What follows belongs to an exercise in optimizing a design on an open flow for small area, a short achievable clock period and few clock cycles per item; a production flow would make more cautious choices. The RTL was checked by simulation tests, not by an equivalence proof against the original design. Power figures rest on the tool's default switching activity, not on a simulated workload.

==> flow/design.v (outline; a module is shown in full before it is edited, if it fits) <==
// module booth_multiplier: 588 lines
// module booth_final_adder: 700 lines
// module booth_pfx1p: 6 lines
// module booth_pfx1g: 5 lines
// module booth_pfx2p: 6 lines
// module booth_pfx2g: 5 lines
// module booth_pfx3p: 6 lines
// module booth_pfx3g: 5 lines
// module booth_pfx4p: 6 lines
// module booth_pfx4g: 5 lines
// module booth_pfx5p: 6 lines
// module booth_pfx5g: 5 lines
// module booth_pfx6g: 5 lines
// module booth_pfx7g: 5 lines
module booth_multiplier(clk, reset_n, multiplier, multiplicand, op_start, op_clear, result, op_done);
  // ...
==> flow/flow/run.sh <==
#!/bin/bash
# Standard layout with two changes: the port buffers are plain buffers (buf_2)
# instead of delay buffers, and synthesis leaves adders to abc (no full-adder
# cells). Registers are untouched by either change.
bash standard.sh ADDER_MAP_FILE= "BUFFER_PORTS_ARGS=-buffer_cell sky130_fd_sc_hd__buf_2" finish > standard.log 2>&1
==> flow/standard.sh <==
#!/bin/bash
# synth_recipe.tcl (not shown) runs the flow's synth.tcl, then flattens the netlist and writes it again
# the make line also repeats each setting of config.mk as NAME=value (left out here)
make -C /OpenROAD-flow-scripts/flow DESIGN_CONFIG=/design/flow/config.mk WORK_HOME=/design/flow/orfs CLKGATE_MAP_FILE= SYNTH_SCRIPT=/design/flow/synth_recipe.tcl "${@:-finish}"
==> flow/config.mk <==
export PLATFORM = sky130hd
export DESIGN_NAME = booth_multiplier
export DESIGN_NICKNAME = booth_multiplier
export VERILOG_FILES = /design/flow/design.v
export SDC_FILE = /design/flow/constraint.sdc
export NUM_CORES = 4
export LEC_CHECK = 0
export CAP_MARGIN = 20
export CORE_MARGIN = 2
export CORE_UTILIZATION = 40
export SETUP_SLACK_MARGIN = 3.4
export SLEW_MARGIN = 20
export SYNTH_HIERARCHICAL = 1
==> flow/constraint.sdc <==
create_clock -name core_clock -period 6.0 [get_ports {clk}]
set_input_delay 1.2000 -clock core_clock [delete_from_list [all_inputs] [get_ports {clk}]]
set_output_delay 1.2000 -clock core_clock [all_outputs]
set_load 0.01 [all_outputs]
==> flow_metrics.tcl, run 1 <==
set metrics [dict create \
    outcome "complete, no violations" \
    tns_ps 0 \
    ff_latch_area_um2 7320 \
    taps 873 \
    wl_met3_mm 5.73 \
    p_sw_share_pct 38.4 \
    timing.slew.headroom_pct 38.6 \
    drive_gt1_share_pct 29.3 \
    postCtsSetupBuffers 46 \
    numClockSinks 289 \
    postPlaceCellArea_um2 28700 \
    clkTransAtPathRegs_ps 60 \
    r2r_slack_ps 3360 \
    syn_inst 2549 \
    worstRegToRegCells 10 \
    holdBufCountCts 0 \
    multi_input_gates 2081 \
    cts_made_buffers 37 \
    arrival_ps 3110 \
    reg2reg_from "C[8]" \
    pg_clk_mw 2.38 \
    die_x_um 264 \
    post-route-period-util_pct 44.1 \
    final_area_um2 31700 \
    syn_to_final_growth_pct 16.9 \
    drt_wl_total_mm 83.7 \
    initial_utilization_pct 40.3 \
    use_met1_pct 27.5 \
    fin_util_pct 47.2 \
    crit_type "register to register" \
    vias_per_cell 5.58 \
    cts_tree "done" \
    place_ws_ps 2840 \
    grt.total_usage_pct 22.0 \
    drcViolationCount 0 \
    slowest_delay_ps 370 \
    met2_wirelength_mm 40.0 \
    multi_input_area_um2 19300 \
    buffer_area_share_pct 8.53 \
    cp.required_ps 6460 \
    crit_start "C[8]" \
    grt_pass1_vias 20700 \
    grt_antenna_before_repair 8 \
]
Testbench counts, summed over its fixed seeds: cycles 5,760, items 480.
==> inputs of run 2 (changes only) <==
--- a/flow/config.mk
+++ b/flow/config.mk
@@ -8,6 +8,8 @@
 export CAP_MARGIN = 20
 export CORE_MARGIN = 2
 export CORE_UTILIZATION = 40
+export CTS_CLUSTER_DIAMETER = 100
+export CTS_CLUSTER_SIZE = 24
 export SETUP_SLACK_MARGIN = 3.4
 export SLEW_MARGIN = 20
 export SYNTH_HIERARCHICAL = 1
==> flow_metrics.tcl, run 2 <==
set metrics [dict create \
    outcome "complete, no violations" \
    post-route-period-util_pct 44.4 \
    worst_slack_ps 3330 \
    die_x_um 264 \
    arrival_ps 3140 \
    drcViolationCount 0 \
    nNetsFinal 2886 \
    p_leak_nw 13.7 \
    grt_pass1_vias 20400 \
    initial_utilization_pct 40.3 \
    end_kind "register" \
    crit_type "register to register" \
    clk_path_buf_depth 3 \
    ant_nets 0 \
    vias 20300 \
    grt_antenna_before_repair 8 \
    period_minus_slack_ps 2670 \
    powerDensity_nw_per_um2 528 \
    die_h_um 264 \
    holdBufCountCts 0 \
    fin_skew_ps 40.8 \
    grt_pass1_wl_mm 120 \
    rsz0062_at_grt "true" \
    clkTransAtPathRegs_ps 100 \
    syn_area_um2 27100 \
    fin_util_pct 46.2 \
    cap_violations 0 \
    tns_ps 0 \
    cts_root_buf "clkbuf_16" \
    io_pins 261 \
    place_ws_ps 2840 \
    timing.slew.headroom_pct 38.2 \
    numClockSinks 289 \
    grt_max_degree 73 \
    cp.required_ps 6480 \
    dr.pass1.iters 5 \
    grt.overflow.total 0 \
    drt_wl_total_mm 83.5 \
    yosysWarningCount 7 \
    vias_per_cell 5.58 \
    syn_inst 2549 \
    cts_tree "done" \
    layout_common_cells "xnor2_1 (619), buf_2 (261), a22oi_1 (244)" \
    cp-start-kind "register" \
    dieArea_um2 69800 \
    grt.total_usage_pct 21.7 \
    finalSetupViolCount 0 \
    slew_viol_final 0 \
    rows 95 \
    syn_to_final_growth_pct 14.5 \
    whs_ps 397 \
    crit_fanout 7 \
    ir_drop_uv 230 \
    cts_made_buffers 21 \
    io_buffers 260 \
    routedWlPerCell_um 22.9 \
    max_freq_mhz 375 \
    syn_area_per_cell_um2 10.6 \
    coreArea_um2 67200 \
    hold_class "primary input to async pin" \
    layout_commonest_cell "xnor2_1" \
    r2r_slack_ps 3330 \
    fill_cells 6231 \
    dr.first_iter.drc_count 1537 \
    clk_latency_ps 580 \
    hold_viol_final 0 \
    place.gp.congestion 0.845 \
    finalPower_mw 16.4 \
    worstMarginPinSlew_ps 926 \
    drive_gt1_share_pct 28.6 \
    largest_registers "B: 64 flops, S: 64 flops, lo: 64 flops" \
    htreeDepth 1 \
    hpwl_mm 53.2 \
]
run 2: metal layers:
layer / up-vias / routed length, µm / GRT usage, %
met1: 10100 / 35200 / 27.6
met5: - / 51 / 0
li1: 9423 / - / -
met3: 100 / 5010 / 3.23
met2: 681 / 41500 / 38.6
met4: 8 / 1670 / 4.61
run 2: path summary, 6_finish.rpt:
check,startpoint,endpoint,cells after the start
setup / recovery,DS[7],S[63],10
min in group core_clock,cnt[0],cnt[0],1
max in group asynchronous,reset_n,busy,1
setup reg to reg,DS[7],S[63],10
hold reg to reg,cnt[0],cnt[0],1
hold / removal,reset_n,done,1
run 2: metrics by stage:
stage | std cells | instance area (µm²)
2_1_floorplan | 2551 | 27100
6_report | 3644 | 31000
3_5_place_dp | 3520 | 28700
5_1_grt | 3643 | 31000
4_1_cts | 3607 | 30300
3_3_place_gp | 3520 | 28700
run 2: cell type report:
| type | instances | area, µm² | area share [%] |
|---|---|---|---|
| inverters | 2 | 7.51 | 0.0242 |
| repair buffers | 360 | 2630 | 8.47 |
| well taps | 873 | 1090 | 3.52 |
| clock buffers | 24 | 548 | 1.77 |
| clock inverters | 14 | 163 | 0.524 |
| flip-flops and latches | 289 | 7300 | 23.5 |
| multi-input cells | 2080 | 19300 | 62.2 |
| diodes | 2 | 5.00 | 0.0161 |
run 2: critical path, stage by stage, from the launching register on:
cell,delay [ps]
dfxtp_2,350
and2_2,200
a21o_1,220
a21o_1,240
a21o_1,170
a21o_4,220
a21o_4,300
a21o_4,260
a21o_1,170
xor2_1,170
o31a_1,250
run 2: report_power, final:
group,internal [mW],switching [mW],total (mW)
sequential,2.57,0.829,3.40
clock,0.712,0.879,1.59
combinational,6.59,4.79,11.4
total,9.88,6.50,16.4
run 2: what timing repair did:
action / 4_1_cts / 5_1_grt
gates cloned: 2 / 15
gates resized for setup: 130 / 71
buffers inserted: 47 / 20
pin swaps: 23 / 27
endpoints found under the setup margin: 200 / 141
==> inputs of run 3 (changes only) <==
--- a/flow/config.mk
+++ b/flow/config.mk
@@ -8,8 +8,8 @@
 export CAP_MARGIN = 20
 export CORE_MARGIN = 2
 export CORE_UTILIZATION = 40
-export CTS_CLUSTER_DIAMETER = 100
-export CTS_CLUSTER_SIZE = 24
-export SETUP_SLACK_MARGIN = 3.4
+export CTS_CLUSTER_DIAMETER = 80
+export CTS_CLUSTER_SIZE = 16
+export SETUP_SLACK_MARGIN = 3.3
 export SLEW_MARGIN = 20
 export SYNTH_HIERARCHICAL = 1
==> flow_metrics.tcl, run 3 <==
set metrics [dict create \
    outcome "complete, no violations" \
    rsz0062_at_grt "true" \
    clkTransAtPathRegs_ps 70 \
    powerDensity_nw_per_um2 533 \
    fin_skew_ps 31.1 \
    die_x_um 264 \
    holdBufCountCts 0 \
    period_minus_slack_ps 2720 \
    crit_fanout 4 \
    dr.pass1.iters 5 \
    crit_top_cell "a21o_1" \
    numClockSinks 289 \
    worstMarginPinSlew_ps 878 \
    slowest_delay_ps 350 \
    crit_type "register to register" \
    ant_nets 0 \
    max_freq_mhz 367 \
    wl_met3_mm 5.04 \
    clk_path_buf_depth 3 \
    fill_cells 6268 \
    grt_pass1_wl_mm 120 \
    end_kind "register" \
    path_buf_inv 1 \
    cap_violations 0 \
    slew_viol_final 0 \
    rows 95 \
    hold_class "primary input to async pin" \
    timing.slew.headroom_pct 41.5 \
    seqPwrFrac_pct 20.6 \
    io_pins 261 \
    post-route-period-util_pct 45.4 \
    finalPower_mw 16.6 \
    nNetsFinal 2907 \
    dr.first_iter.drc_count 1315 \
    syn_to_final_growth_pct 14.8 \
    yosysWarningCount 7 \
    p_sw_mw 6.47 \
    finalSetupViolCount 0 \
    routedWlPerCell_um 21.6 \
    grt_max_degree 75 \
    layout_commonest_cell "xnor2_1" \
    arrival_ps 3230 \
    hpwl_mm 54.1 \
    hold_viol_final 0 \
    p_leak_nw 13.8 \
    grt.overflow.total 0 \
    syn_area_um2 27100 \
    io_buffers 260 \
    dp_cells 3520 \
    cp.required_ps 6510 \
    combinationalPowerShare_pct 67.8 \
    p_int_mw 10.1 \
    initial_utilization_pct 40.3 \
    place.gp.congestion 0.815 \
    cpLargestDelayFamily "compound AO/OA/AOI/OAI gates" \
    met2_wirelength_mm 39.1 \
    grt.total_usage_pct 21.8 \
    clk_latency_ps 630 \
    cts_made_buffers 30 \
    drcViolationCount 0 \
    syn_area_per_cell_um2 10.6 \
    cts_root_buf "clkbuf_16" \
    dr.max_layer_used "met5" \
    slowest_stage "dfxtp_4" \
    syn_inst 2549 \
    pwr-share-clk_pct 11.6 \
    cts_tree "done" \
    drt_wl_total_mm 79.5 \
    ir_drop_uv 253 \
    largest_registers "B: 64 flops, S: 64 flops, lo: 64 flops" \
    coreArea_um2 67200 \
    dieArea_um2 69800 \
    m1WireLength_mm 33.1 \
    htreeDepth 1 \
    vias_per_cell 5.48 \
    grt_antenna_before_repair 6 \
    grt_pass1_vias 20700 \
    cp-start-kind "register" \
    die_h_um 264 \
    p_sw_share_pct 39.0 \
    vias 20100 \
    final_cells 3675 \
    tns_ps 0 \
    path_cells "and2_2 > a21o_1 > a21o_1 > a21o_1 > a21o_4 > a21o_4 > a21o_4 > buf_6 > a21o_1 > xor3_1 > a22o_1" \
    layout_common_cells "xnor2_1 (624), buf_2 (260), a22oi_1 (248)" \
    drive_gt1_share_pct 28.9 \
]
[run 3: final cells by class]
class | instances | area, µm² | share of cell area [%]
timing repair buffer | 371 | 2480 | 7.97
multi-input combinational | 2081 | 19200 | 61.8
sequential | 289 | 7300 | 23.5
clock buffer | 35 | 769 | 2.47
inverter | 2 | 7.51 | 0.0241
antenna | 3 | 7.51 | 0.0241
tap | 873 | 1090 | 3.51
clock inverter | 21 | 215 | 0.692
[run 3: power by group through the flow]
stage	registers [mW]	clock network (mW)	logic (mW)
6_report	3.41	1.92	11.3
5_1_grt	3.49	2.05	12.1
4_1_cts	3.41	1.99	11.1
3_5_place_dp	3.46	0	10.8
3_3_place_gp	3.45	0	10.7
2_1_floorplan	3.10	0	9.26
[run 3: final timing paths]
| check | start | to | slack (ps) | depth (start not counted) |
|---|---|---|---|---|
| worst max-delay path | S[0] | S[59] | 3280 | 11 |
| worst min-delay path | reset_n | busy | 360 | 1 |
| worst max register to register | S[0] | S[59] | 3280 | 11 |
| worst min register to register | cnt[0] | cnt[0] | 510 | 1 |
| max in group asynchronous | reset_n | busy | 5520 | 1 |
| min in group core_clock | cnt[0] | cnt[0] | 510 | 1 |
[run 3: metrics by stage]
stage / hold slack (ps) / cell area (µm²) / setup slack, ps / utilization, %
floorplan: 454 / 27100 / 3300 / -
global placement: 466 / 28700 / 2720 / 42.7
detailed placement: 482 / 28700 / 2570 / 42.7
CTS: 319 / 30300 / 3220 / 45.2
global route: 327 / 31100 / 3230 / 46.3
finish: 358 / 31100 / 3280 / 46.3
[run 3: what timing repair did]
action,CTS,global route
setup buffers,37,54
endpoints found under the hold margin,0,0
pin swaps,16,23
gates cloned,1,4
endpoints found under the setup margin,201,75
gates resized for setup,111,97
[run 3: worst register-to-register path, delay by kind of cell (launching register included)]
family	cells	cell delay (ps)
buf+inv	1	120
flops	1	350
compound gates	8	1740
simple gates	1	190
xor+xnor	1	180
[run 3: layer usage]
metal | GRT usage, % | vias up
li1 | - | 9474
met1 | 27.0 | 9886
met2 | 38.8 | 655
met3 | 3.76 | 108
met4 | 5.85 | 6
met5 | 0 | -
==> inputs of run 4 (changes only) <==
--- a/flow/config.mk
+++ b/flow/config.mk
@@ -7,9 +7,9 @@
 export LEC_CHECK = 0
 export CAP_MARGIN = 20
 export CORE_MARGIN = 2
-export CORE_UTILIZATION = 40
-export CTS_CLUSTER_DIAMETER = 80
-export CTS_CLUSTER_SIZE = 16
+export CORE_UTILIZATION = 60
+export CTS_CLUSTER_DIAMETER = 100
+export CTS_CLUSTER_SIZE = 20
 export SETUP_SLACK_MARGIN = 3.3
 export SLEW_MARGIN = 20
 export SYNTH_HIERARCHICAL = 1
==> flow_metrics.tcl, run 4 <==
set metrics [dict create \
    finalSetupViolCount 0 \
    tns_ps 0 \
    htreeDepth 1 \
    io_buffers 260 \
    clk_latency_ps 580 \
    hpwl_mm 51.1 \
    rows 77 \
    cts_tree "done" \
    die_h_um 217 \
    worst_slack_ps 3270 \
    clk_path_buf_depth 3 \
    outcome "complete, no violations" \
    ir_drop_uv 284 \
    crit_fanout 4 \
    grt_antenna_before_repair 2 \
    cpLargestDelayFamily "compound AO/OA/AOI/OAI gates" \
    cp.required_ps 6470 \
    end_kind "register" \
    cts_root_buf "clkbuf_16" \
    p_leak_nw 13.4 \
    dr.pass1.iters 5 \
    crit_top_cell "a21o_4" \
    whs_ps 414 \
    cts_made_buffers 18 \
    coreArea_um2 44400 \
    layout_common_cells "xnor2_1 (624), buf_2 (260), a22oi_1 (248)" \
    largest_registers "B: 64 flops, S: 64 flops, lo: 64 flops" \
    dieArea_um2 46900 \
    post-route-period-util_pct 45.5 \
    hold_class "primary input to async pin" \
    dp_cells 3239 \
    die_x_um 217 \
    path_cells "and2_2 > a21o_1 > a21o_4 > a21o_4 > a21o_4 > a21o_4 > buf_6 > a21o_4 > a21o_1 > xor3_1 > a22o_1" \
    path_buf_inv 1 \
    grt.overflow.total 0 \
    fin_skew_ps 38.3 \
    powerDensity_nw_per_um2 530 \
    nNetsFinal 2858 \
    grt_pass1_vias 20700 \
    initial_utilization_pct 61.0 \
    holdBufCountCts 0 \
    yosysWarningCount 7 \
    numClockSinks 289 \
    timing.slew.headroom_pct 37.0 \
    fill_cells 3474 \
    slew_viol_final 0 \
    syn_area_um2 27100 \
    routedWlPerCell_um 22.9 \
    syn_area_per_cell_um2 10.6 \
    hold_viol_final 0 \
    syn_inst 2549 \
    vias 20300 \
    drcViolationCount 0 \
    slowest_delay_ps 360 \
    max_freq_mhz 366 \
    ant_nets 0 \
    grt_max_degree 84 \
    slowest_stage "dfxtp_4" \
    clkTransAtPathRegs_ps 100 \
    period_minus_slack_ps 2730 \
    cp-start-kind "register" \
    vias_per_cell 6.11 \
    drt_wl_total_mm 76.2 \
    final_cells 3331 \
    worstMarginPinSlew_ps 945 \
    grt.total_usage_pct 31.6 \
    grt_pass1_wl_mm 117 \
    dr.first_iter.drc_count 1524 \
    syn_to_final_growth_pct 10.7 \
    rsz0062_at_grt "true" \
    layout_commonest_cell "xnor2_1" \
    crit_type "register to register" \
    place_ws_ps 2500 \
    drive_gt1_share_pct 27.0 \
    io_pins 261 \
    arrival_ps 3210 \
    cap_violations 0 \
    place.gp.congestion 0.835 \
]
run 4: timing repair:
item                       in CTS  in global routing
pin swaps                      16                 12
cloned                          2                  1
setup endpoints to repair     131                157
buffers inserted               36                 20
resized for setup             105                 78
run 4: stage by stage:
stage / instance area, µm² / util (%) / power (mW)
6_report: 30000 / 67.5 / 15.9
5_1_grt: 30000 / 67.5 / 16.9
4_1_cts: 29500 / 66.5 / 15.8
3_5_place_dp: 28400 / 63.8 / 14.2
3_3_place_gp: 28400 / 63.8 / 14.0
2_1_floorplan: 27100 / - / 12.4
run 4: power breakdown:
part	internal (mW)	switching, mW	leakage, nW
registers	2.57	0.832	2.71
clock network	0.579	0.747	0.254
logic	6.51	4.67	10.4
total	9.65	6.25	13.4
run 4: final cells by class:
type	count	area (µm²)	area share, %
Antenna cell	1	2.50	0.00834
Clock buffer	29	492	1.64
Clock inverter	3	43.8	0.146
Inverter	2	7.51	0.0250
Multi-Input combinational cell	2080	19300	64.2
Sequential cell	289	7270	24.2
Tap cell	592	741	2.47
Timing Repair Buffer	335	2190	7.30
run 4: final timing paths:
kind                       cells past startpoint     from     end  slack [ps]
min in group core_clock                        1   cnt[0]  cnt[0]         550
max                                           11     S[8]   S[62]        3270
min reg2reg                                    1   cnt[0]  cnt[0]         550
max in group asynchronous                      1  reset_n    busy        5460
max reg2reg                                   11     S[8]   S[62]        3270
min                                            1  reset_n    busy         410
run 4: worst register-to-register path: stages, from the launching register on:
cell and delay (ps):
dfxtp_4 360, and2_2 190, a21o_1 220, a21o_4 250, a21o_4 220, a21o_4 210, a21o_4 260, buf_6 160
a21o_4 210, a21o_1 180, xor3_1 180, a22o_1 200
run 4: per-layer routing:
layer  global-route usage, %  part of all wire [%]  vias to the layer above  wire (µm)
met5                       0                 0.029                        -         22
met2                    56.6                    50                      656      38100
met4                    8.40                   2.9                        4       2210
met1                    39.7                    41                    10200      31600
met3                    4.59                   5.7                      114       4340
li1                        -                     -                     9363          -
==> inputs of run 5 (changes only) <==
--- a/flow/config.mk
+++ b/flow/config.mk
@@ -7,7 +7,7 @@
 export LEC_CHECK = 0
 export CAP_MARGIN = 20
 export CORE_MARGIN = 2
-export CORE_UTILIZATION = 60
+export CORE_UTILIZATION = 45
 export CTS_CLUSTER_DIAMETER = 100
 export CTS_CLUSTER_SIZE = 20
 export SETUP_SLACK_MARGIN = 3.3
==> flow_metrics.tcl, run 5 <==
set metrics [dict create \
    outcome "complete, no violations" \
    grt_antenna_before_repair 7 \
    cp.required_ps 6490 \
    final_cells 3537 \
    grt.total_usage_pct 24.3 \
    numClockSinks 289 \
    post-route-period-util_pct 45.4 \
    layout_common_cells "xnor2_1 (622), buf_2 (260), a22oi_1 (248)" \
    r2r_slack_ps 3280 \
    crit_fanout 6 \
    fin_skew_ps 29.2 \
    rsz0062_at_grt "true" \
    htreeDepth 1 \
    cts_made_buffers 22 \
    slew_viol_final 0 \
    nNetsFinal 2878 \
    drive_gt1_share_pct 28.2 \
    reg2reg_to "S[62]" \
    end_kind "register" \
    clk_path_buf_depth 3 \
    final_area_um2 30600 \
    drt_wl_total_mm 78.1 \
    yosysWarningCount 7 \
    slowest_delay_ps 390 \
    coreArea_um2 59200 \
    worstMarginPinSlew_ps 933 \
    holdBufCountCts 0 \
    powerDensity_nw_per_um2 531 \
    drcViolationCount 0 \
    grt_max_degree 83 \
    clkTransAtPathRegs_ps 90 \
    dieArea_um2 62200 \
    grt.overflow.total 0 \
    cp-start-kind "register" \
    ant_nets 0 \
    io_pins 261 \
    io_buffers 260 \
    slowest_stage "dfxtp_4" \
    dr.pass1.iters 5 \
    timing.slew.headroom_pct 37.8 \
    clk_latency_ps 600 \
    fin_util_pct 51.6 \
    dp_cells 3421 \
    max_freq_mhz 367 \
    cap_violations 0 \
    die_h_um 249 \
    postPlaceCellArea_um2 28600 \
    syn_area_um2 27100 \
    place.gp.congestion 0.843 \
    syn_inst 2549 \
    reg2reg_from "S[9]" \
    rows 89 \
    crit_top_cell "a21o_4" \
    routedWlPerCell_um 22.1 \
    arrival_ps 3220 \
    p_leak_nw 13.6 \
    initial_utilization_pct 45.7 \
    whs_ps 377 \
    die_x_um 249 \
    cts_tree "done" \
    dr.first_iter.drc_count 1057 \
    syn_to_final_growth_pct 12.8 \
    vias_per_cell 5.61 \
    hold_class "primary input to async pin" \
    largest_registers "B: 64 flops, S: 64 flops, lo: 64 flops" \
    finalSetupViolCount 0 \
    hold_viol_final 0 \
    hpwl_mm 52.7 \
    worstRegToRegCells 11 \
    tns_ps 0 \
    cts_root_buf "clkbuf_16" \
    layout_commonest_cell "xnor2_1" \
    syn_area_per_cell_um2 10.6 \
    vias 19800 \
    ir_drop_uv 280 \
    path_cells "and2_2 > a21o_1 > a21o_1 > a21o_4 > a21o_4 > a21o_4 > a21o_4 > buf_4 > a21o_1 > xor3_1 > a22o_1" \
    grt_pass1_vias 20400 \
    crit_type "register to register" \
    grt_pass1_wl_mm 120 \
    period_minus_slack_ps 2720 \
]
[run 5: metal layers]
metal	GRT usage, %	vias up	wire [µm]
met3	3.49	127	3930
li1	-	9412	-
met5	0	-	56
met2	43.4	515	38600
met1	30.7	9785	33100
met4	6.25	10	2410
[run 5: repair_timing]
action                     CTS  global route
setup endpoints to repair  128            87
setup buffers               35            34
pin swaps                   16            18
gates cloned                 3             2
resized for setup          101            92
[run 5: power breakdown]
part / internal, mW / switching, mW / leakage [nW]
clock: 0.758 / 0.845 / 0.356
sequential: 2.58 / 0.875 / 2.72
combinational: 6.52 / 4.66 / 10.5
[run 5: cell type report]
type                    count  area, µm²
clock buffers              27        569
inverters                   2       7.51
well taps                 773        967
clock inverters            13        170
flip-flops and latches    289       7300
fillers                  5316      28700
multi-input cells        2083      19300
repair buffers            348       2250
diodes                      2       5.00
[run 5: worst max-delay path, delay by kind of cell, from the launching register on]
kind,cells,cell delay (ps)
AOI/OAI and AO/OA,8,1690
xor gates and xnor gates,1,180
buffers and inverters,1,130
DFF,1,390
and+or+nand+nor,1,210
[run 5: worst max-delay path by stage]
| stage | cells past startpoint | start | slack (ps) | endpoint |
|---|---|---|---|---|
| detailed placement | 10 | DS[2] | 2660 | S[57] |
| CTS | 11 | DC[0] | 3260 | S[62] |
| global placement | 10 | S[23] | 2750 | S[63] |
| finish | 11 | S[9] | 3280 | S[62] |
| floorplan | 10 | S[23] | 3300 | S[63] |
| global route | 11 | C[8] | 3220 | S[62] |
[run 5: per-stage QoR]
stage / power [mW] / setup slack, ps
2_1_floorplan: 12.4 / 3300
4_1_cts: 16.2 / 3260
6_report: 16.2 / 3280
5_1_grt: 17.3 / 3220
3_3_place_gp: 14.2 / 2750
3_5_place_dp: 14.3 / 2660
==> inputs of run 6 (changes only) <==
--- a/flow/config.mk
+++ b/flow/config.mk
@@ -7,7 +7,7 @@
 export LEC_CHECK = 0
 export CAP_MARGIN = 20
 export CORE_MARGIN = 2
-export CORE_UTILIZATION = 45
+export CORE_UTILIZATION = 40
 export CTS_CLUSTER_DIAMETER = 100
 export CTS_CLUSTER_SIZE = 20
 export SETUP_SLACK_MARGIN = 3.3
==> flow_metrics.tcl, run 6 <==
set metrics [dict create \
    initial_utilization_pct 40.3 \
    reg2reg_from "DS[0]" \
    hold_class "primary input to async pin" \
    reg2reg_to "S[63]" \
    timing.slew.headroom_pct 41.0 \
    clk_path_buf_depth 3 \
    ir_drop_uv 199 \
    arrival_ps 3120 \
    tns_ps 0 \
    crit_type "register to register" \
    syn_area_um2 27100 \
    cts_root_buf "clkbuf_16" \
    place.gp.congestion 0.815 \
    final_cells 3637 \
    max_freq_mhz 377 \
    yosysWarningCount 7 \
    holdBufCountCts 0 \
    syn_area_per_cell_um2 10.6 \
    grt_antenna_before_repair 7 \
    layout_commonest_cell "xnor2_1" \
    crit_fanout 5 \
    end_kind "register" \
    vias 20000 \
    htreeDepth 1 \
    worstMarginPinSlew_ps 885 \
    rows 95 \
    routedWlPerCell_um 21.6 \
    drcViolationCount 0 \
    clkTransAtPathRegs_ps 100 \
    grt_pass1_vias 20600 \
    finalSetupViolCount 0 \
    hpwl_mm 54.1 \
    dieArea_um2 69800 \
    post-route-period-util_pct 44.2 \
    cp-start-kind "register" \
    numClockSinks 289 \
    die_x_um 264 \
    drt_wl_total_mm 78.7 \
    hold_viol_final 0 \
    nNetsFinal 2876 \
    p_leak_nw 13.5 \
    ant_nets 0 \
    cts_made_buffers 23 \
    dr.pass1.iters 7 \
    grt.total_usage_pct 21.6 \
    crit_top_cell "a21o_4" \
    dr.first_iter.drc_count 1297 \
    drive_gt1_share_pct 27.9 \
    grt.overflow.total 0 \
    path_cells "xor2_1 > a21o_1 > a21o_1 > a21o_4 > a21o_4 > a21o_4 > a21o_4 > a21o_1 > xor2_1 > o31a_1" \
    io_pins 261 \
    slew_viol_final 0 \
    clk_latency_ps 580 \
    grt_pass1_wl_mm 120 \
    io_buffers 260 \
    fin_skew_ps 27.7 \
    coreArea_um2 67200 \
    syn_to_final_growth_pct 12.9 \
    layout_common_cells "xnor2_1 (624), buf_2 (260), a22oi_1 (248)" \
    slowest_delay_ps 370 \
    cp.required_ps 6470 \
    die_h_um 264 \
    worstRegToRegCells 10 \
    fill_cells 6290 \
    path_buf_inv 0 \
    r2r_slack_ps 3350 \
    slowest_stage "dfxtp_4" \
    grt_max_degree 75 \
    cap_violations 0 \
    dp_cells 3520 \
    vias_per_cell 5.50 \
    period_minus_slack_ps 2650 \
    outcome "complete, no violations" \
    syn_inst 2549 \
    powerDensity_nw_per_um2 530 \
    largest_registers "B: 64 flops, S: 64 flops, lo: 64 flops" \
    cts_tree "done" \
    cpLargestDelayFamily "compound AO/OA/AOI/OAI gates" \
    rsz0062_at_grt "true" \
]
-- run 6: worst max-delay path by stage --
stage / depth (start not counted) / end / start
after global placement: 10 / S[60] / DS[0]
after global routing: 10 / S[63] / DS[0]
after floorplan: 10 / S[63] / S[23]
after detailed placement: 11 / S[58] / DS[0]
after CTS: 10 / S[63] / DS[0]
final: 10 / S[63] / DS[0]
-- run 6: what timing repair did --
item                                    in CTS  in global routing
buffers inserted                            35                 32
pin swaps                                    8                 21
resized for setup                          107                 87
endpoints found under the setup margin     191                 71
hold endpoints to repair                     0                  0
gates cloned                                 2                  3
-- run 6: stage by stage --
| step | hold WS (ps) | area (µm²) | total power [mW] | util [%] | setup slack (ps) |
|---|---|---|---|---|---|
| final | 399 | 30600 | 16.2 | 45.6 | 3350 |
| after global routing | 382 | 30600 | 17.2 | 45.6 | 3270 |
| after CTS | 373 | 30100 | 16.2 | 44.8 | 3300 |
| after detailed placement | 482 | 28700 | 14.3 | 42.7 | 2570 |
| after global placement | 466 | 28700 | 14.1 | 42.7 | 2720 |
| after floorplan | 454 | 27100 | 12.4 | - | 3300 |
-- run 6: layer usage --
| layer | GRT usage (%) | up-vias | routed length, µm |
|---|---|---|---|
| met5 | 0 | - | 55 |
| met4 | 7.23 | 8 | 2520 |
| met3 | 3.66 | 127 | 4620 |
| met2 | 38.0 | 620 | 38400 |
| met1 | 26.8 | 9832 | 33200 |
| li1 | - | 9411 | - |
-- run 6: cell type report --
class	instances	area, µm²	share of cell area, %
antenna	4	10.0	0.0327
clock inverter	10	110	0.360
multi-input combinational	2082	19200	62.9
sequential	289	7280	23.8
inverter	2	7.51	0.0245
clock buffer	31	626	2.04
timing repair buffer	346	2220	7.27
tap	873	1090	3.57
-- run 6: power breakdown --
group	internal, mW	total (mW)	leakage, nW	switching, mW
registers	2.58	3.42	2.72	0.848
logic	6.52	11.2	10.5	4.65
clock network	0.763	1.61	0.356	0.851
total	9.86	16.2	13.5	6.35
-- run 6: worst register-to-register path: stages, from the launching register on --
cell	delay [ps]
dfxtp_4	370
xor2_1	140
a21o_1	180
a21o_1	200
a21o_4	240
a21o_4	240
a21o_4	290
a21o_4	290
a21o_1	190
xor2_1	160
o31a_1	240
==> inputs of run 7 (changes only) <==
--- a/flow/config.mk
+++ b/flow/config.mk
@@ -7,9 +7,9 @@
 export LEC_CHECK = 0
 export CAP_MARGIN = 20
 export CORE_MARGIN = 2
-export CORE_UTILIZATION = 40
+export CORE_UTILIZATION = 50
 export CTS_CLUSTER_DIAMETER = 100
 export CTS_CLUSTER_SIZE = 20
-export SETUP_SLACK_MARGIN = 3.3
+export SETUP_SLACK_MARGIN = 3.4
 export SLEW_MARGIN = 20
 export SYNTH_HIERARCHICAL = 1
==> flow_metrics.tcl, run 7 <==
set metrics [dict create \
    dr.pass1.iters 6 \
    slew_viol_final 0 \
    die_h_um 237 \
    hold_viol_final 0 \
    slowest_stage "dfxtp_4" \
    clk_latency_ps 570 \
    holdBufCountCts 0 \
    dieArea_um2 56100 \
    layout_commonest_cell "xnor2_1" \
    coreArea_um2 53700 \
    cp.required_ps 6440 \
    io_buffers 260 \
    postPlaceCellArea_um2 28500 \
    layout_common_cells "xnor2_1 (623), buf_2 (261), a22oi_1 (248)" \
    syn_inst 2549 \
    clkTransAtPathRegs_ps 100 \
    cap_violations 0 \
    fill_cells 4736 \
    grt_antenna_before_repair 6 \
    drive_gt1_share_pct 28.8 \
    hpwl_mm 51.6 \
    use_met3_pct 3.96 \
    cts_root_buf "clkbuf_16" \
    outcome "complete, no violations" \
    max_freq_mhz 366 \
    crit_type "register to register" \
    largest_registers "B: 64 flops, S: 64 flops, lo: 64 flops" \
    grt_max_degree 91 \
    htreeDepth 1 \
    cpLargestDelayFamily "compound AO/OA/AOI/OAI gates" \
    post-route-period-util_pct 45.6 \
    cts_made_buffers 21 \
    yosysWarningCount 7 \
    crit_top_cell "a21o_1" \
    powerDensity_nw_per_um2 528 \
    grt.overflow.total 0 \
    final_area_um2 30700 \
    vias_per_cell 5.75 \
    cts_tree "done" \
    place.gp.congestion 0.819 \
    numClockSinks 289 \
    end_kind "register" \
    fin_skew_ps 21.1 \
    tns_ps 0 \
    hold_class "primary input to async pin" \
    dr.first_iter.drc_count 1306 \
    grt.busiest_layer "met2" \
    arrival_ps 3180 \
    p_leak_nw 13.7 \
    crit_fanout 7 \
    slowest_delay_ps 400 \
    met2_usage_pct 47.3 \
    vias 20000 \
    grt.total_usage_pct 27.3 \
    path_buf_inv 0 \
    die_x_um 237 \
    drcViolationCount 0 \
    period_minus_slack_ps 2740 \
    rows 85 \
    syn_area_um2 27100 \
    routedWlPerCell_um 22.5 \
    initial_utilization_pct 50.4 \
    io_pins 261 \
    finalSetupViolCount 0 \
    drt_wl_total_mm 78.1 \
    grt_pass1_wl_mm 118 \
    use_met1_pct 34.6 \
    worstMarginPinSlew_ps 864 \
    ant_nets 0 \
    clk_path_buf_depth 3 \
    syn_area_per_cell_um2 10.6 \
    nNetsFinal 2896 \
    cp-start-kind "register" \
    timing.slew.headroom_pct 42.4 \
    path_cells "and2_2 > a21o_1 > a21o_1 > a21o_1 > a21o_4 > a21o_4 > a21o_4 > a21o_1 > xor2_1 > o31a_1" \
    syn_to_final_growth_pct 13.3 \
    rsz0062_at_grt "true" \
    finalPower_mw 16.2 \
    grt_pass1_vias 19900 \
    ir_drop_uv 328 \
]
==> run 7: cell type report <==
type,count,area (µm²),area share [%]
diodes,4,10.0,0.0326
clock inverters,10,108,0.351
well taps,696,871,2.84
repair buffers,369,2500,8.13
flip-flops and latches,289,7280,23.7
inverters,2,7.51,0.0245
multi-input cells,2081,19300,63.0
clock buffers,28,594,1.94
==> run 7: worst paths after layout <==
| path | startpoint | end | slack [ps] | cells after the start |
|---|---|---|---|---|
| max | S[1] | S[63] | 3260 | 10 |
| min | reset_n | fin | 420 | 1 |
| max reg2reg | S[1] | S[63] | 3260 | 10 |
| min reg2reg | cnt[0] | cnt[0] | 510 | 1 |
| max in group asynchronous | reset_n | busy | 5450 | 1 |
| min in group core_clock | cnt[0] | cnt[0] | 510 | 1 |
==> run 7: repair_timing <==
action / 4_1_cts / 5_1_grt
pin swaps: 16 / 9
gates resized for setup: 126 / 65
setup endpoints to repair: 187 / 101
gates cloned: 3 / 0
setup buffers: 53 / 38
==> run 7: stage by stage <==
stage,util [%],hold slack (ps),setup slack [ps],cells
2_1_floorplan,-,454,3370,2551
3_3_place_gp,53.1,471,2790,3343
3_5_place_dp,53.1,475,2710,3343
4_1_cts,56.1,395,3230,3437
5_1_grt,57.1,404,3220,3476
6_report,57.1,423,3260,3479
==> run 7: power breakdown <==
part           switching (mW)  total (mW)  internal (mW)
Combinational            4.69        11.3           6.57
Clock                   0.801        1.55          0.748
Sequential              0.836        3.41           2.57
Total                    6.33        16.2           9.89
==> run 7: metal layers <==
| metal | part of all wire [%] | vias up |
|---|---|---|
| li1 | - | 9438 |
| met1 | 41 | 9849 |
| met2 | 49 | 600 |
| met3 | 5.6 | 122 |
| met4 | 3.7 | 0 |
| met5 | 0 | - |
==> inputs of run 8 (changes only) <==
--- a/flow/config.mk
+++ b/flow/config.mk
@@ -10,6 +10,6 @@
 export CORE_UTILIZATION = 50
 export CTS_CLUSTER_DIAMETER = 100
 export CTS_CLUSTER_SIZE = 20
-export SETUP_SLACK_MARGIN = 3.4
+export SETUP_SLACK_MARGIN = 3.3
 export SLEW_MARGIN = 20
 export SYNTH_HIERARCHICAL = 1
==> flow_metrics.tcl, run 8 <==
set metrics [dict create \
    fin_skew_ps 41.9 \
    arrival_ps 3090 \
    syn_area_per_cell_um2 10.6 \
    tns_ps 0 \
    powerDensity_nw_per_um2 531 \
    period_minus_slack_ps 2650 \
    io_buffers 260 \
    grt_pass1_vias 19900 \
    post-route-period-util_pct 44.1 \
    crit_fanout 5 \
    clkTransAtPathRegs_ps 100 \
    grt_max_degree 70 \
    drt_wl_total_mm 77.0 \
    worstRegToRegCells 10 \
    drive_gt1_share_pct 27.3 \
    layout_common_cells "xnor2_1 (624), buf_2 (260), a22oi_1 (248)" \
    dr.first_iter.drc_count 1392 \
    vias 20000 \
    routedWlPerCell_um 22.4 \
    slowest_stage "dfxtp_2" \
    cp-start-kind "register" \
    syn_inst 2549 \
    grt.overflow.total 0 \
    slowest_delay_ps 350 \
    cts_tree "done" \
    fin_util_pct 56.3 \
    ant_nets 0 \
    vias_per_cell 5.79 \
    path_buf_inv 1 \
    grt_antenna_before_repair 1 \
    grt_pass1_wl_mm 117 \
    clk_latency_ps 580 \
    syn_area_um2 27100 \
    p_leak_nw 13.5 \
    numClockSinks 289 \
    hold_viol_final 0 \
    nNetsFinal 2867 \
    cts_made_buffers 20 \
    slew_viol_final 0 \
    drcViolationCount 0 \
    grt.total_usage_pct 26.3 \
    cp.required_ps 6440 \
    dieArea_um2 56100 \
    worstMarginPinSlew_ps 1080 \
    max_freq_mhz 378 \
    outcome "complete, no violations" \
    end_kind "register" \
    syn_to_final_growth_pct 11.7 \
    largest_registers "B: 64 flops, S: 64 flops, lo: 64 flops" \
    layout_commonest_cell "xnor2_1" \
    die_h_um 237 \
    cpLargestDelayFamily "compound AO/OA/AOI/OAI gates" \
    r2r_slack_ps 3350 \
    cap_violations 0 \
    finalSetupViolCount 0 \
    hpwl_mm 51.4 \
    crit_type "register to register" \
    timing.slew.headroom_pct 28.1 \
    io_pins 261 \
    place.gp.congestion 0.820 \
    rows 85 \
    dr.pass1.iters 6 \
    hold_class "primary input to async pin" \
    reg2reg_from "DS[1]" \
    yosysWarningCount 7 \
    initial_utilization_pct 50.4 \
    htreeDepth 1 \
    path_cells "and2_2 > a21o_1 > a21o_1 > a21o_4 > a21o_4 > a21o_4 > buf_4 > a21o_1 > xor3_2 > a22o_1" \
    coreArea_um2 53700 \
    ir_drop_uv 218 \
    die_x_um 237 \
    clk_path_buf_depth 3 \
    reg2reg_to "S[51]" \
    rsz0062_at_grt "true" \
    worst-path-stages 10 \
    cts_root_buf "clkbuf_16" \
]
[run 8: changes by cell type in the layout (fill, tap and decap cells not counted), moves of 6 or more]
cell / before / now
and2_4: 12 / 6
buf_4: 66 / 50
buf_6: 18 / 4
dfxtp_2: 66 / 74
dfxtp_4: 31 / 20
xor2_1: 93 / 103
xor2_2: 14 / 4
[run 8: cell type report]
class / instances / area [µm²]
sequential: 289 / 7250
timing repair buffer: 341 / 2310
clock inverter: 10 / 78.8
antenna: 2 / 5.00
inverter: 2 / 7.51
clock buffer: 26 / 533
multi-input combinational: 2081 / 19200
fill: 4667 / 23400
tap: 696 / 871
[run 8: where the power goes]
| part | switching (mW) | leakage (nW) | internal, mW |
|---|---|---|---|
| Clock | 0.783 | 0.291 | 0.645 |
| Sequential | 0.801 | 2.71 | 2.56 |
| Combinational | 4.74 | 10.5 | 6.53 |
[run 8: what timing repair did]
item                       CTS  global route
setup buffers               26            34
pin swaps                    7            18
setup endpoints to repair  189            73
cloned                       2             4
gates resized for setup     81            90
hold buffers                 0             0
[run 8: how the worst max path moves through the flow]
| stage | to | slack [ps] | from |
|---|---|---|---|
| final | S[51] | 3350 | DS[1] |
| after global placement | S[57] | 2700 | DS[1] |
| after floorplan | S[63] | 3300 | S[23] |
| after detailed placement | S[61] | 2660 | S[25] |
| after global routing | S[63] | 3280 | C[0] |
| after CTS | S[63] | 3290 | S[40] |
[run 8: layer usage]
layer  track usage (%)  routed length, µm  vias up
met4              7.52               2170        0
met5                 0                  0        -
met3              2.73               3290      103
met2              46.7              38500      511
li1                  -                  -     9387
met1              33.9              33100     9967
[run 8: metrics by stage]
step | hold WS (ps) | instance area, µm² | setup slack [ps] | power, mW | cells
global placement | 467 | 28500 | 2700 | 14.2 | 3343
global route | 385 | 30300 | 3280 | 17.1 | 3446
CTS | 370 | 29700 | 3290 | 16.0 | 3407
finish | 402 | 30300 | 3350 | 16.1 | 3447
floorplan | 454 | 27100 | 3300 | 12.4 | 2551
detailed placement | 487 | 28500 | 2660 | 14.3 | 3343
==> inputs of run 9 (changes only) <==
--- a/flow/config.mk
+++ b/flow/config.mk
@@ -5,6 +5,7 @@
 export SDC_FILE = /design/flow/constraint.sdc
 export NUM_CORES = 4
 export LEC_CHECK = 0
+export ABC_AREA = 1
 export CAP_MARGIN = 20
 export CORE_MARGIN = 2
 export CORE_UTILIZATION = 50
==> flow_metrics.tcl, run 9 <==
set metrics [dict create \
    fin_skew_ps 37.0 \
    rsz0062_at_grt "true" \
    grt_max_degree 73 \
    met2_usage_pct 51.5 \
    io_buffers 260 \
    routedWlPerCell_um 14.1 \
    syn_area_um2 33200 \
    cts_root_buf "clkbuf_16" \
    worstMarginPinSlew_ps 902 \
    yosysWarningCount 7 \
    clk_path_buf_depth 3 \
    postPlaceCellArea_um2 34900 \
    syn_area_per_cell_um2 5.11 \
    dieArea_um2 68500 \
    use_met3_pct 3.41 \
    finalSetupViolCount 0 \
    die_h_um 262 \
    timing.slew.headroom_pct 39.8 \
    dr.pass1.iters 6 \
    final_area_um2 36200 \
    place.gp.congestion 0.874 \
    die_x_um 262 \
    cp-start-kind "register" \
    whs_ps 366 \
    holdBufCountCts 0 \
    layout_common_cells "nand2_1 (3635), inv_1 (929), nand3_1 (844)" \
    cts_tree "done" \
    syn_inst 6502 \
    hold_class "primary input to async pin" \
    crit_type "register to register" \
    end_kind "register" \
    grt_antenna_before_repair 4 \
    drcViolationCount 0 \
    grt.total_usage_pct 30.0 \
    grt_pass1_vias 33200 \
    p_leak_nw 22.8 \
    vias_per_cell 5.08 \
    coreArea_um2 65700 \
    numClockSinks 289 \
    htreeDepth 1 \
    cts_made_buffers 23 \
    layout_commonest_cell "nand2_1" \
    grt.overflow.total 0 \
    post-route-period-util_pct 41.9 \
    arrival_ps 3030 \
    rows 94 \
    slew_viol_final 0 \
    io_pins 261 \
    syn_to_final_growth_pct 9.03 \
    tns_ps 0 \
    ant_nets 0 \
    grt.busiest_layer "met2" \
    clk_latency_ps 610 \
    crit_fanout 42 \
    cp.required_ps 6520 \
    hold_viol_final 0 \
    clkTransAtPathRegs_ps 90 \
    use_met1_pct 40.2 \
    ir_drop_uv 233 \
    hpwl_mm 77.4 \
    vias 38200 \
    nNetsFinal 6774 \
    drt_wl_total_mm 106 \
    initial_utilization_pct 50.5 \
    largest_registers "B: 64 flops, S: 64 flops, lo: 64 flops" \
    max_freq_mhz 398 \
    period_minus_slack_ps 2510 \
    powerDensity_nw_per_um2 427 \
    outcome "complete, no violations" \
    cap_violations 0 \
    drive_gt1_share_pct 8.17 \
    dr.first_iter.drc_count 2976 \
    grt_pass1_wl_mm 167 \
]
-- run 9: cell types whose count changed in the layout (fill, tap and decap cells not counted), sizes merged, moves of 57 or more --
cell | previous run | this run
nand4 | 0 | 110
a21o | 216 | 0
xor3 | 78 | 0
inv | 5 | 950
a22o | 61 | 1
nand2 | 30 | 3656
a22oi | 252 | 0
xnor2 | 625 | 2
nand3 | 3 | 844
and2 | 236 | 0
a21oi | 6 | 79
maj3 | 232 | 0
or2 | 2 | 59
nor2 | 19 | 102
-- run 9: metrics by stage --
stage / power [mW] / setup WS [ps] / instances / util (%)
after global routing: 17.3 / 3260 / 7526 / 55.1
after global placement: 13.4 / 2860 / 7460 / 53.1
after floorplan: 11.2 / 3290 / 6504 / -
after CTS: 15.3 / 3300 / 7506 / 54.5
final: 15.4 / 3490 / 7527 / 55.1
after detailed placement: 13.5 / 2820 / 7460 / 53.1
-- run 9: layout make-up --
cell class              count  area, µm²
repair buffers            306       1810
inverters                 944       3570
flip-flops and latches    289       7160
diodes                      4       10.0
fillers                  7001      29500
clock inverters            14        194
clock buffers              28        594
well taps                 864       1080
multi-input cells        5078      21800
-- run 9: report_power, final --
group          switching [mW]  leakage [nW]  internal [mW]  total (mW)
Combinational            6.81          19.7           3.55        10.4
Sequential              0.784          2.69           2.59        3.37
Clock                   0.883         0.382          0.833        1.72
Total                    8.47          22.8           6.97        15.4
-- run 9: metal layers --
layer | up-vias | part of all wire (%)
met3 | 134 | 7.5
li1 | 20300 | -
met2 | 1073 | 46
met4 | 0 | 2.7
met5 | - | 0
met1 | 16700 | 44
-- run 9: worst paths after layout --
kind	from	endpoint	slack [ps]	cells past startpoint
setup reg to reg	busy	S[41]	3490	5
hold / removal	reset_n	busy	370	1
hold reg to reg	cnt[0]	cnt[0]	440	1
min in group core_clock	cnt[0]	cnt[0]	440	1
setup / recovery	busy	S[41]	3490	5
max in group asynchronous	reset_n	busy	5510	1
-- run 9: what timing repair did --
item                                   4_1_cts  5_1_grt
resized for setup                           26       92
pin swaps                                    2        6
gates cloned                                 2        2
endpoints found under the hold margin        0        0
setup endpoints to repair                  129      173
buffers inserted                             2       15
-- run 9: critical path, cell delays in order (launching register included) --
cell and delay (ps):
dfrtp_4 710, buf_6 330, nor2_4 560, buf_4 560
nand2_1 120, nand2_1 90
==> inputs of run 10 (changes only) <==
--- a/flow/config.mk
+++ b/flow/config.mk
@@ -11,6 +11,6 @@
 export CORE_UTILIZATION = 50
 export CTS_CLUSTER_DIAMETER = 100
 export CTS_CLUSTER_SIZE = 20
-export SETUP_SLACK_MARGIN = 3.3
+export SETUP_SLACK_MARGIN = 3.45
 export SLEW_MARGIN = 20
 export SYNTH_HIERARCHICAL = 1
==> flow_metrics.tcl, run 10 <==
set metrics [dict create \
    outcome "complete, no violations" \
    routedWlPerCell_um 14.3 \
    cts_made_buffers 25 \
    cts_root_buf "clkbuf_16" \
    tns_ps 0 \
    die_h_um 262 \
    end_kind "register" \
    timing.slew.headroom_pct 31.3 \
    worst_slack_ps 3470 \
    arrival_ps 3080 \
    syn_inst 6502 \
    place_ws_ps 2750 \
    rsz0062_at_grt "true" \
    drt_wl_total_mm 108 \
    reg2reg_from "busy" \
    layout_common_cells "nand2_1 (3622), inv_1 (919), nand3_1 (844)" \
    period_minus_slack_ps 2530 \
    syn_to_final_growth_pct 9.98 \
    ff_latch_area_um2 7220 \
    place.gp.congestion 0.895 \
    p_sw_mw 8.58 \
    io_buffers 260 \
    worstMarginPinSlew_ps 1030 \
    slew_viol_final 0 \
    post-route-period-util_pct 42.1 \
    p_leak_nw 22.9 \
    rows 94 \
    fill_cells 7041 \
    powerDensity_nw_per_um2 430 \
    nNetsFinal 6783 \
    p_int_mw 7.14 \
    syn_area_um2 33200 \
    cp.required_ps 6550 \
    vias_per_cell 5.11 \
    layout_commonest_cell "nand2_1" \
    clk_latency_ps 630 \
    grt_antenna_before_repair 5 \
    finalPower_mw 15.7 \
    p_sw_share_pct 54.6 \
    clkTransAtPathRegs_ps 90 \
    seqPwrFrac_pct 21.8 \
    dieArea_um2 68500 \
    die_x_um 262 \
    cts_tree "done" \
    fin_skew_ps 39.7 \
    holdBufCountCts 0 \
    ir_drop_uv 286 \
    htreeDepth 1 \
    pwr-share-clk_pct 11.9 \
    grt_max_degree 85 \
    hold_class "primary input to async pin" \
    coreArea_um2 65700 \
    vias 38500 \
    initial_utilization_pct 50.5 \
    syn_area_per_cell_um2 5.11 \
    hpwl_mm 78.5 \
    multi_input_area_um2 21800 \
    finalSetupViolCount 0 \
    grt.total_usage_pct 30.1 \
    dr.first_iter.drc_count 3230 \
    r2r_slack_ps 3470 \
    hold_viol_final 0 \
    yosysWarningCount 7 \
    reg2reg_to "S[17]" \
    crit_fanout 48 \
    dr.pass1.iters 7 \
    clk_path_buf_depth 3 \
    combinationalPowerShare_pct 66.3 \
    grt_pass1_wl_mm 167 \
    grt_pass1_vias 32700 \
    cap_violations 0 \
    ant_nets 0 \
    grt.overflow.total 0 \
    largest_registers "B: 64 flops, S: 64 flops, lo: 64 flops" \
    numClockSinks 289 \
    worstRegToRegCells 4 \
    cp-start-kind "register" \
    drive_gt1_share_pct 9.27 \
    drcViolationCount 0 \
    whs_ps 352 \
    io_pins 261 \
    max_freq_mhz 395 \
    crit_type "register to register" \
]
[run 10: layer usage]
| layer | wire, µm | track usage, % | vias to the layer above |
|---|---|---|---|
| li1 | - | - | 20300 |
| met1 | 49900 | 42.4 | 17000 |
| met2 | 47900 | 49.5 | 1084 |
| met3 | 7690 | 3.55 | 118 |
| met4 | 2130 | 6.41 | 2 |
| met5 | 8 | 0 | - |
[run 10: power groups by stage]
stage	Clock (mW)	Combinational (mW)	Sequential (mW)
5_1_grt	1.96	12.1	3.51
2_1_floorplan	0	8.10	3.11
6_report	1.87	10.4	3.42
3_3_place_gp	0	10.0	3.39
3_5_place_dp	0	10.2	3.40
4_1_cts	1.91	10.3	3.37
[run 10: layout make-up]
type | instances | share of cell area [%]
antenna | 4 | 0.0274
clock buffer | 33 | 1.93
clock inverter | 12 | 0.493
inverter | 944 | 9.77
multi-input combinational | 5078 | 59.8
sequential | 289 | 19.8
tap | 864 | 2.96
timing repair buffer | 312 | 5.23
timing repair inverter | 1 | 0.0206
[run 10: worst max-delay path by stage]
stage	from	to	slack, ps	cells after the start
2_1_floorplan	done	e_two[1]	3350	8
3_3_place_gp	DS[0]	S[60]	2800	23
3_5_place_dp	DS[0]	S[61]	2750	23
4_1_cts	C[23]	S[61]	3450	22
5_1_grt	busy	S[17]	3350	4
6_report	busy	S[17]	3470	4
[run 10: timing repair]
action	CTS	global route
buffers inserted	5	17
pin swaps	4	8
cloned	3	2
hold endpoints to repair	0	0
setup endpoints to repair	172	127
resized for setup	57	146
[run 10: worst max-delay path: stages, from the launching register on]
cell and delay, ps:
dfrtp_4 750, nor2_4 790, buf_4 520, nand2_1 200, nand2_1 110
[run 10: metrics by stage]
stage	utilization (%)	area (µm²)	std cells
after floorplan	-	33300	6504
after CTS	54.8	36000	7514
final	55.6	36500	7537
after global routing	55.6	36500	7537
after detailed placement	53.1	34900	7461
after global placement	53.1	34900	7461
==> inputs of run 11 (changes only) <==
--- a/flow/config.mk
+++ b/flow/config.mk
@@ -5,12 +5,12 @@
 export SDC_FILE = /design/flow/constraint.sdc
 export NUM_CORES = 4
 export LEC_CHECK = 0
-export ABC_AREA = 1
 export CAP_MARGIN = 20
 export CORE_MARGIN = 2
 export CORE_UTILIZATION = 50
+export CTS_BUF_LIST = sky130_fd_sc_hd__clkbuf_4 sky130_fd_sc_hd__clkbuf_8 sky130_fd_sc_hd__clkbuf_16
 export CTS_CLUSTER_DIAMETER = 100
 export CTS_CLUSTER_SIZE = 20
-export SETUP_SLACK_MARGIN = 3.45
+export SETUP_SLACK_MARGIN = 3.3
 export SLEW_MARGIN = 20
 export SYNTH_HIERARCHICAL = 1
==> flow_metrics.tcl, run 11 <==
set metrics [dict create \
    hold_viol_final 0 \
    grt.overflow.total 0 \
    cap_violations 0 \
    grt_pass1_vias 19900 \
    p_leak_nw 13.5 \
    rsz0062_at_grt "true" \
    io_buffers 260 \
    cts_root_buf "clkbuf_16" \
    vias_per_cell 5.79 \
    p_sw_mw 6.34 \
    syn_area_um2 27100 \
    timing.slew.headroom_pct 28.1 \
    seqPwrFrac_pct 20.9 \
    p_int_mw 9.77 \
    grt_pass1_wl_mm 117 \
    grt.total_usage_pct 26.3 \
    nNetsFinal 2867 \
    routedWlPerCell_um 22.4 \
    grt_max_degree 70 \
    outcome "complete, no violations" \
    hpwl_mm 51.4 \
    post-route-period-util_pct 44.1 \
    cp-start-kind "register" \
    io_pins 261 \
    crit_type "register to register" \
    worstMarginPinSlew_ps 1080 \
    cp.required_ps 6450 \
    end_kind "register" \
    clk_path_buf_depth 3 \
    ir_drop_uv 216 \
    htreeDepth 1 \
    layout_commonest_cell "xnor2_1" \
    grt_antenna_before_repair 1 \
    hold_class "primary input to async pin" \
    die_x_um 237 \
    combinationalPowerShare_pct 70.1 \
    vias 20000 \
    initial_utilization_pct 50.4 \
    die_h_um 237 \
    crit_fanout 5 \
    worstRegToRegCells 10 \
    fill_cells 4666 \
    drive_gt1_share_pct 27.5 \
    numClockSinks 289 \
    pwr-share-clk_pct 9.0 \
    max_freq_mhz 378 \
    cts_tree "done" \
    slew_viol_final 0 \
    cts_made_buffers 20 \
    fin_skew_ps 36.7 \
    dr.pass1.iters 6 \
    holdBufCountCts 0 \
    dieArea_um2 56100 \
    powerDensity_nw_per_um2 532 \
    rows 85 \
    drt_wl_total_mm 77.0 \
    largest_registers "B: 64 flops, S: 64 flops, lo: 64 flops" \
    arrival_ps 3090 \
    yosysWarningCount 7 \
    syn_inst 2549 \
    place.gp.congestion 0.820 \
    syn_area_per_cell_um2 10.6 \
    tns_ps 0 \
    period_minus_slack_ps 2640 \
    drcViolationCount 0 \
    whs_ps 401 \
    ant_nets 0 \
    dr.first_iter.drc_count 1436 \
    layout_common_cells "xnor2_1 (624), buf_2 (260), a22oi_1 (248)" \
    clk_latency_ps 580 \
    coreArea_um2 53700 \
    syn_to_final_growth_pct 11.8 \
    clkTransAtPathRegs_ps 90 \
    p_sw_share_pct 39.4 \
    finalSetupViolCount 0 \
]
run 11: final timing paths:
check | start | endpoint | slack, ps
max | DS[7] | S[51] | 3360
min | reset_n | done | 400
max reg2reg | DS[7] | S[51] | 3360
min reg2reg | cnt[0] | cnt[0] | 500
max in group asynchronous | reset_n | busy | 5470
min in group core_clock | cnt[0] | cnt[0] | 500
run 11: layout make-up:
type	instances	area, µm²	area share [%]
Timing Repair Buffer	341	2310	7.62
Multi-Input combinational cell	2081	19200	63.4
Antenna cell	2	5.00	0.0165
Clock buffer	26	552	1.82
Clock inverter	10	78.8	0.260
Tap cell	696	871	2.88
Inverter	2	7.51	0.0248
Sequential cell	289	7250	24.0
run 11: layer usage:
layer | track usage (%) | wire length (µm) | vias to the layer above
li1 | - | - | 9385
met1 | 33.9 | 32900 | 9962
met2 | 46.7 | 38600 | 508
met3 | 2.73 | 3510 | 109
met4 | 7.56 | 2110 | 0
met5 | 0 | 0 | -
run 11: stage by stage:
step                      util (%)  total power [mW]  cell area, µm²  setup WS (ps)  instances
after floorplan                  -              12.4           27100           3300       2551
after global placement        53.0              14.2           28500           2700       3343
after detailed placement      53.0              14.3           28500           2660       3343
after CTS                     55.2              16.0           29700           3290       3407
after global routing          56.4              17.1           30300           3280       3446
final                         56.4              16.1           30300           3360       3447
run 11: what timing repair did:
| item | 4_1_cts | 5_1_grt |
|---|---|---|
| buffers inserted | 26 | 34 |
| endpoints found under the setup margin | 189 | 73 |
| resized for setup | 81 | 90 |
| pin swaps | 7 | 18 |
| cloned | 2 | 4 |
run 11: power groups by stage:
| stage | clock (mW) | sequential, mW | combinational (mW) |
|---|---|---|---|
| final | 1.46 | 3.36 | 11.3 |
| after floorplan | 0 | 3.10 | 9.26 |
| after global routing | 1.56 | 3.44 | 12.1 |
| after global placement | 0 | 3.42 | 10.8 |
| after CTS | 1.50 | 3.36 | 11.1 |
| after detailed placement | 0 | 3.43 | 10.9 |
run 11: worst max-delay path: stages (launching register included):
cell     delay [ps]
dfxtp_2         350
and2_2          200
a21o_1          210
a21o_1          220
a21o_1          210
a21o_4          230
a21o_4          270
buf_4           170
a21o_1          170
xor3_2          270
a22o_1          220
==> inputs of run 12 (changes only) <==
==> flow/flow/run.sh (replaced) <==
#!/bin/bash
# Standard layout with two changes: the port buffers are plain buffers (buf_1)
# instead of delay buffers, and synthesis leaves adders to abc (no full-adder
# cells). Registers are untouched by either change.
bash standard.sh ADDER_MAP_FILE= "BUFFER_PORTS_ARGS=-buffer_cell sky130_fd_sc_hd__buf_1" finish > standard.log 2>&1
--- a/flow/config.mk
+++ b/flow/config.mk
@@ -8,7 +8,6 @@
 export CAP_MARGIN = 20
 export CORE_MARGIN = 2
 export CORE_UTILIZATION = 50
-export CTS_BUF_LIST = sky130_fd_sc_hd__clkbuf_4 sky130_fd_sc_hd__clkbuf_8 sky130_fd_sc_hd__clkbuf_16
 export CTS_CLUSTER_DIAMETER = 100
 export CTS_CLUSTER_SIZE = 20
 export SETUP_SLACK_MARGIN = 3.3
==> flow_metrics.tcl, run 12 <==
set metrics [dict create \
    layout_common_cells "xnor2_1 (624), buf_1 (260), a22oi_1 (247)" \
    cts_tree "done" \
    dr.first_iter.drc_count 1328 \
    max_freq_mhz 374 \
    multi_input_area_um2 19300 \
    crit_top_cell "a21o_4" \
    drive_gt1_share_pct 18.2 \
    io_pins 261 \
    tns_ps 0 \
    whs_ps 432 \
    grt_pass1_vias 20300 \
    hpwl_mm 51.3 \
    fin_skew_ps 27.6 \
    cts_made_buffers 20 \
    end_kind "register" \
    clkTransAtPathRegs_ps 90 \
    hold_viol_final 0 \
    die_x_um 237 \
    finalSetupViolCount 0 \
    place.gp.congestion 0.811 \
    path_cells "xor2_1 > a21o_1 > a21o_1 > a21o_4 > a21o_4 > a21o_4 > buf_12 > a21o_4 > a21o_1 > xor2_1 > o31a_1" \
    grt_antenna_before_repair 0 \
    powerDensity_nw_per_um2 537 \
    crit_fanout 5 \
    combinationalPowerShare_pct 70.0 \
    crit_type "register to register" \
    worst_slack_ps 3330 \
    p_int_mw 9.78 \
    ir_drop_uv 293 \
    grt.total_usage_pct 26.8 \
    pwr-share-clk_pct 9.2 \
    slowest_stage "dfxtp_4" \
    holdBufCountCts 0 \
    numClockSinks 289 \
    arrival_ps 3130 \
    dieArea_um2 56100 \
    grt.overflow.total 0 \
    post-route-period-util_pct 44.5 \
    slowest_delay_ps 380 \
    initial_utilization_pct 50.4 \
    postPlaceCellArea_um2 28200 \
    antennaDiodeCount 0 \
    coreArea_um2 53700 \
    grt_max_degree 69 \
    yosysWarningCount 7 \
    ant_nets 0 \
    clk_latency_ps 570 \
    hold_class "primary input to async pin" \
    timing.slew.headroom_pct 37.3 \
    ff_latch_area_um2 7260 \
    outcome "complete, no violations" \
    syn_area_per_cell_um2 10.6 \
    cp.required_ps 6460 \
    io_buffers 260 \
    finalPower_mw 16.2 \
    grt_pass1_wl_mm 118 \
    p_sw_share_pct 39.7 \
    drcViolationCount 0 \
    cts_root_buf "clkbuf_16" \
    final_area_um2 30200 \
    dr.pass1.iters 7 \
    place_ws_ps 2640 \
    rows 85 \
    p_sw_mw 6.43 \
    period_minus_slack_ps 2670 \
    vias_per_cell 5.82 \
    routedWlPerCell_um 22.7 \
    largest_registers "B: 64 flops, S: 64 flops, lo: 64 flops" \
    htreeDepth 1 \
    final_cells 3459 \
    slew_viol_final 0 \
    fill_cells 4694 \
    seqPwrFrac_pct 20.8 \
    rsz0062_at_grt "true" \
    syn_inst 2549 \
    cp-start-kind "register" \
    drt_wl_total_mm 78.6 \
    die_h_um 237 \
    dp_cells 3343 \
    worstMarginPinSlew_ps 940 \
    layout_commonest_cell "xnor2_1" \
    p_leak_nw 12.8 \
    nNetsFinal 2881 \
    syn_to_final_growth_pct 11.4 \
    clk_path_buf_depth 3 \
    syn_area_um2 27100 \
    vias 20100 \
    cap_violations 0 \
    fin_util_pct 56.2 \
]
## run 12: cell types whose count changed in the layout (fill, tap and decap cells not counted), sizes merged
cell | before | now
bufbuf | 0 | 1
inv | 5 | 6
diode | 2 | 0
buf | 336 | 350
clkinvlp | 4 | 0
bufinv | 0 | 1
clkinv | 3 | 4
## run 12: per-layer routing
metal	wire length, µm	up-vias	global-route usage (%)
li1	-	9408	-
met1	33400	10100	34.2
met2	39100	516	47.5
met3	3460	131	3.18
met4	2570	0	8.04
met5	0	-	0
## run 12: timing repair
item | 4_1_cts | 5_1_grt
setup buffers | 28 | 44
cloned | 3 | 5
pin swaps | 15 | 13
endpoints found under the setup margin | 192 | 65
gates resized for setup | 93 | 88
## run 12: layout make-up
| type | instances | area share [%] |
|---|---|---|
| tap | 696 | 2.89 |
| multi-input combinational | 2081 | 63.8 |
| timing repair buffer | 355 | 7.07 |
| clock inverter | 9 | 0.336 |
| clock buffer | 27 | 1.82 |
| sequential | 289 | 24.1 |
| inverter | 2 | 0.0249 |
## run 12: final timing paths
kind                       slack (ps)      to  depth (start not counted)    start
max reg2reg                      3330   S[63]                         11     C[8]
min reg2reg                       530  cnt[0]                          1   cnt[0]
min                               430    busy                          1  reset_n
max                              3330   S[63]                         11     C[8]
min in group core_clock           530  cnt[0]                          1   cnt[0]
max in group asynchronous        5390    busy                          1  reset_n
## run 12: worst max-delay path, delay by kind of cell (launching register included)
family          cells  cell delay (ps)
flops               1              380
compound gates      8             1720
xor+xnor            2              320
buf+inv             1              140
## run 12: power by group through the flow
stage          logic [mW]  clock network (mW)  registers [mW]
2_1_floorplan        9.26                   0            3.10
3_3_place_gp         10.8                   0            3.42
3_5_place_dp         10.9                   0            3.44
4_1_cts              11.2                1.52            3.38
5_1_grt              12.2                1.59            3.46
6_report             11.4                1.49            3.38

[afterwards: timing with drivers on the ports]
No port has a modelled driver above. Below, the same layouts with a new extraction and two added sets of constraints. Step 1 assumes that a clkbuf_16 drives the clock port and a buf_2 every other input. Step 2 also shifts input and output timing later by t, the mid clock arrival at the registers, as if the neighbouring blocks saw the same clock. Slacks: no drivers / after step 1 / after step 2; pairs: no drivers / after step 1.
| run | shift t [ns] | setup slack, ns | hold slack, ns | slew at the worst register clock pin (ns) | worst slew at a driven data input, ns |
|---|---|---|---|---|---|
| run 1 | 0.622 | 3.355 / 3.355 / 3.355 | 0.408 / 0.403 / 0.490 | 0.07 / 0.07 | 0.11 |
| run 2 | 0.623 | 3.335 / 3.335 / 3.335 | 0.397 / 0.385 / 0.499 | 0.10 / 0.10 | 0.11 |
| run 3 | 0.671 | 3.278 / 3.278 / 3.278 | 0.358 / 0.347 / 0.505 | 0.08 / 0.08 | 0.07 |
| run 4 | 0.621 | 3.268 / 3.268 / 3.268 | 0.414 / 0.396 / 0.552 | 0.10 / 0.10 | 0.07 |
| run 5 | 0.647 | 3.278 / 3.278 / 3.278 | 0.377 / 0.350 / 0.498 | 0.09 / 0.09 | 0.08 |
| run 6 | 0.623 | 3.348 / 3.348 / 3.348 | 0.399 / 0.389 / 0.510 | 0.10 / 0.10 | 0.09 |
| run 7 | 0.617 | 3.265 / 3.265 / 3.265 | 0.423 / 0.419 / 0.506 | 0.10 / 0.10 | 0.10 |
| run 8 | 0.616 | 3.355 / 3.355 / 3.355 | 0.402 / 0.387 / 0.497 | 0.10 / 0.10 | 0.10 |
| run 9 | 0.663 | 3.487 / 3.447 / 3.487 | 0.366 / 0.343 / 0.442 | 0.09 / 0.09 | 0.12 |
| run 10 | 0.676 | 3.471 / 3.448 / 3.471 | 0.352 / 0.340 / 0.466 | 0.09 / 0.09 | 0.08 |
| run 11 | 0.619 | 3.355 / 3.355 / 3.355 | 0.401 / 0.387 / 0.498 | 0.10 / 0.10 | 0.11 |
| run 12 | 0.609 | 3.328 / 3.328 / 3.328 | 0.432 / 0.418 / 0.535 | 0.09 / 0.09 | 0.09 |
After both steps every run listed still meets setup and hold.
